This design comes from an exercise in tuning for small area and a short achievable clock period on the open sky130 flow, not from production work.
Only simulation tests tie the RTL to the original design; equivalence was not proved.
No activity file was given, so power comes from the tool's default toggle rates.

ember:
==> flow/design.v (excerpt) <==
module ex2_1 (
  input               clk, rst, validi,
  input        [31:0] data_in,
  output logic        valido,
  output logic [31:0] data_out
);
Size: roughly 68 I/O pins, ~16000 µm² of cells after synthesis.
==> flow/config.mk <==
export PLATFORM = sky130hd
export DESIGN_NAME = ex2_1
export DESIGN_NICKNAME = ex2_1
export VERILOG_FILES = /design/flow/design.v
export SDC_FILE = /design/flow/constraint.sdc
export NUM_CORES = 4
export LEC_CHECK = 0
export CAP_MARGIN = 20
export CORE_MARGIN = 2
export CORE_UTILIZATION = 40
export SETUP_SLACK_MARGIN = 5
export SLEW_MARGIN = 20
export SYNTH_HIERARCHICAL = 1
==> flow/constraint.sdc <==
create_clock -name core_clock -period 10.0 [get_ports {clk}]
set_input_delay 2.0000 -clock core_clock [delete_from_list [all_inputs] [get_ports {clk}]]
set_output_delay 2.0000 -clock core_clock [all_outputs]
set_load 0.01 [all_outputs]
run.sh (not shown) runs the stock make flow with config.mk's settings and CLKGATE_MAP_FILE= SYNTH_SCRIPT=/design/flow/synth_recipe.tcl, a recipe that flattens the netlist after the stock synthesis.
Input-level comparison between quartz and ember:
- clearing SYNTH_HIERARCHICAL, which used to be 1
- swapping 40 for 60 in CORE_UTILIZATION
==> notes.md <==
- In quartz, count of inverters not on the clock network in the layout is lower than in ember.
- First-pass GRT wire length in quartz is 5.5% lower than in ember
- ember and quartz ended up with roughly the same setup violation total in the final timing report.
- Sort ember and quartz by routed wire length desc -> top: ember
- | summed negative setup slack over all endpoints | ember vs quartz | ≈ equal |
- Against ember as the reference, quartz delivers a lower critical-path maximum fanout.
- Worst setup path endpoint = data_out[30]: quartz; worst setup path endpoint = data_out[23]: ember
### quartz -> pepper
- changing SETUP_SLACK_MARGIN from 5 to 4.5
- setting TNS_END_PERCENT to 5 for the first time
- changing CORE_UTILIZATION from 60 to 40
==> notes.md <==
There was hardly any difference in clock transition at the registers of the reported paths between quartz and pepper. Final period utilization in pepper vs quartz: up 4.5 points. As far as proportion of synthesized flip-flops having asynchronous set or reset goes, pepper and quartz are indistinguishable; the numbers are identical. Against quartz, pepper comes in 1800 µm higher on first-pass GRT wire length. Of pepper and quartz, the lower met1 track demand over resource belongs to pepper. Wire: pepper routes more than quartz. pepper and quartz ended up with nearly the same internal power contribution. Comparing pepper and quartz, the higher share of the final layout cell area in multi-input gates is on pepper. Of pepper and quartz, quartz shows the higher critical path buffer and inverter count, with pepper below it. Worst-skew pair later-pin latency: pepper vs quartz, no meaningful difference.

* * *

Setup of sierra:
ex2_1 again, from the RTL that the note above started with.
clock: 10.0 ns
lec_check: 0
cap_margin: 20
core_margin: 2
core_utilization: 40
slew_margin: 20
tns_end_percent: 5
standard.sh (not shown) runs the stock make flow with config.mk's settings and CLKGATE_MAP_FILE= SYNTH_SCRIPT=/design/flow/synth_recipe.tcl, a recipe that flattens the netlist after the stock synthesis.
==> flow/flow/run.sh <==
#!/bin/bash
# The standard layout (standard.sh), with two changes:
#  - after the standard synthesis, fapol.py removes inverters between full-adder
#    cells by choosing the polarity each full adder computes in (a full adder is
#    self-dual); registers and everything else are left as synthesis made them;
#  - port buffers start as the smallest buffer (repair sizes them up as needed);
#  - repair_timing is asked for a larger setup margin.
set -e
NET=$PWD/orfs/results/sky130hd/ex2_1/base/1_2_yosys.v
bash standard.sh $NET > synth.log 2>&1
cp $NET 1_2_yosys.orig.v
python3 flow/fapol.py 1_2_yosys.orig.v $NET > fapol.log 2>&1
export SETUP_SLACK_MARGIN=5.5
export BUFFER_PORTS_ARGS="-buffer_cell sky130_fd_sc_hd__buf_2"
bash standard.sh > standard.log 2>&1
Other scripts of this flow, unchanged in this note and not shown: flow/flow/fapol.py
sierra | stages: all done | timing, DRC, antenna: all pass
## Diff of input files: garnet against sierra
-- flow/flow/run.sh --
<<< sierra, line 6
#  - port buffers start as the smallest buffer (repair sizes them up as needed);
>>> garnet, line 6
<<< sierra, line 14
export BUFFER_PORTS_ARGS="-buffer_cell sky130_fd_sc_hd__buf_2"
>>> garnet, line 13
- Per the comparison of garnet with sierra, sequential share of cell area went down 0.42 points, fraction of the cycle the final worst path needs went up 1.2 points, cell count after placement held, count of fill cells added during filler insertion went down about 1.9%, average vias per placed instance held.
- Core util | garnet vs sierra | garnet higher
- Between sierra and garnet, highest clock frequency the design can meet decreased.
[inputs] onyx vs garnet
# garnet
export LEC_CHECK = 0
export CAP_MARGIN = 20
export CORE_MARGIN = 2
export CORE_UTILIZATION = 40
export SLEW_MARGIN = 20
export TNS_END_PERCENT = 5
create_clock -name core_clock -period 10.0 [get_ports {clk}]
# onyx
export LEC_CHECK = 0
export CAP_MARGIN = 20
export CELL_PAD_IN_SITES_DETAIL_PLACEMENT = 0
export CELL_PAD_IN_SITES_GLOBAL_PLACEMENT = 0
export CORE_MARGIN = 2
export CORE_UTILIZATION = 40
export SLEW_MARGIN = 20
export TNS_END_PERCENT = 5
create_clock -name core_clock -period 10.0 [get_ports {clk}]
-- flow/flow/run.sh --
<<< garnet, line 6
>>> onyx, line 6
#  - port buffers start as the smallest buffer (repair sizes them up as needed);
<<< garnet, line 13
>>> onyx, line 14
export BUFFER_PORTS_ARGS="-buffer_cell sky130_fd_sc_hd__buf_1"
--- outcome ---
- Power went down by a few percent going from garnet to onyx.
- Compared with garnet, in onyx delay of the slowest cell on the worst path moved down, global-route usage level, wire length per cell moved down, final instance area moved down, critical path depth moved down.
- Worst hold slack delta (garnet -> onyx): insignificant
- The area added between synthesis and finish in onyx was lower than what garnet gave.
Changes in fjord relative to onyx:
# onyx
export LEC_CHECK = 0
export CAP_MARGIN = 20
export CELL_PAD_IN_SITES_DETAIL_PLACEMENT = 0
export CELL_PAD_IN_SITES_GLOBAL_PLACEMENT = 0
export CORE_MARGIN = 2
export CORE_UTILIZATION = 40
export SLEW_MARGIN = 20
export TNS_END_PERCENT = 5
create_clock -name core_clock -period 10.0 [get_ports {clk}]
# fjord
export LEC_CHECK = 0
export CAP_MARGIN = 20
export CORE_MARGIN = 2
export CORE_UTILIZATION = 40
export SLEW_MARGIN = 20
export TNS_END_PERCENT = 5
create_clock -name core_clock -period 10.0 [get_ports {clk}]
Notes after the runs:
Comparing onyx against fjord, there is no change at all in overall routing resource usage. ~same clock power in onyx and fjord. Between onyx and fjord, the difference in cell area is negligible. [compare] base=onyx new=fjord: final worst-path cycle share now sits at about the same level, row count now sits at about the same level, final worst clock skew now sits at about the same level. Across onyx and fjord, none had a timing, DRC or antenna violation. Changes observed in fjord relative to onyx: final critical-path setup slack was more or less identical; remaining global-route overflow was more or less identical; final critical delay including setup and external delays was more or less identical.
[inputs] amber vs fjord
# fjord
export LEC_CHECK = 0
export CAP_MARGIN = 20
export CORE_MARGIN = 2
export CORE_UTILIZATION = 40
export SLEW_MARGIN = 20
export TNS_END_PERCENT = 5
create_clock -name core_clock -period 10.0 [get_ports {clk}]
# amber
export LEC_CHECK = 0
export CAP_MARGIN = 20
export CORE_MARGIN = 2
export CORE_UTILIZATION = 40
export SLEW_MARGIN = 20
export TNS_END_PERCENT = 20
create_clock -name core_clock -period 10.0 [get_ports {clk}]
==> comparison <==
Comparing first-pass GRT wire length for fjord and amber, the smaller number came from fjord.
Compared with fjord, amber shows overall routed net length that has gone up slightly.
Any difference in sequential fraction of total cell area between amber and fjord is small enough to ignore.
Setup changes, amber to maple
-- flow/flow/run.sh --
<<< amber, line 13
export SETUP_SLACK_MARGIN=5.5
>>> maple, line 13
export SETUP_SLACK_MARGIN=5.2
==> comparison <==
maple consumes less power than amber does.
Looking only at detailed route wirelength on metal2, and setting everything else aside, the higher value of amber and maple goes to amber.
As far as max-capacitance violation count is concerned, maple and amber perform about the same.
Diff amber..maple | post-synthesis area per instance | unchanged
Endpoint of the most critical setup path: data_out[28] -> amber, data_out[26] -> maple
amber → maple: fill cell total of the finished layout now sits lower, first-iteration DRC count saw an increase, number of ordinary and repair buffers in the finished layout lower, combinational share of power saw a decrease.

port drivers added, routing unchanged:
How much do the figures lean on ideal ports? The routed layouts below were timed once more, with nothing changed but the port constraints. Step 1: set_driving_cell puts a clkbuf_16 on clk and a buf_2 on each other input, an assumption about the parent block. Step 2 adds t to the input delays and takes it off the output delays; t is the mean of the earliest and latest rising clock arrival at the registers after step 1. Input paths then give back, and output paths get back, about the clock's delay inside the block. Slacks: ideal ports / drivers / drivers and shift; pairs: ideal ports / drivers.
| run | shift t [ns] | slack for setup (ns) | hold slack, ns |
|---|---|---|---|
| ember | 0.504 | 4.906 / 4.853 / 4.642 | 0.370 / 0.370 / 0.370 |
| quartz | 0.481 | 4.743 / 4.694 / 4.685 | 0.388 / 0.388 / 0.388 |
| pepper | 0.503 | 4.292 / 4.237 / 4.573 | 0.379 / 0.379 / 0.379 |
| sierra | 0.502 | 4.913 / 4.860 / 4.921 | 0.378 / 0.378 / 0.378 |
| garnet | 0.496 | 4.796 / 4.743 / 4.759 | 0.376 / 0.376 / 0.376 |
| onyx | 0.502 | 4.882 / 4.828 / 5.075 | 0.375 / 0.375 / 0.375 |
| fjord | 0.502 | 4.882 / 4.828 / 5.075 | 0.375 / 0.375 / 0.375 |
| amber | 0.503 | 4.915 / 4.860 / 5.080 | 0.375 / 0.375 / 0.375 |
| maple | 0.503 | 4.842 / 4.790 / 4.840 | 0.370 / 0.370 / 0.370 |
After both steps every run listed still meets setup and hold. The setup slack of ember, which loses most, moves by -0.053 ns with the drivers and by -0.264 ns with both steps.
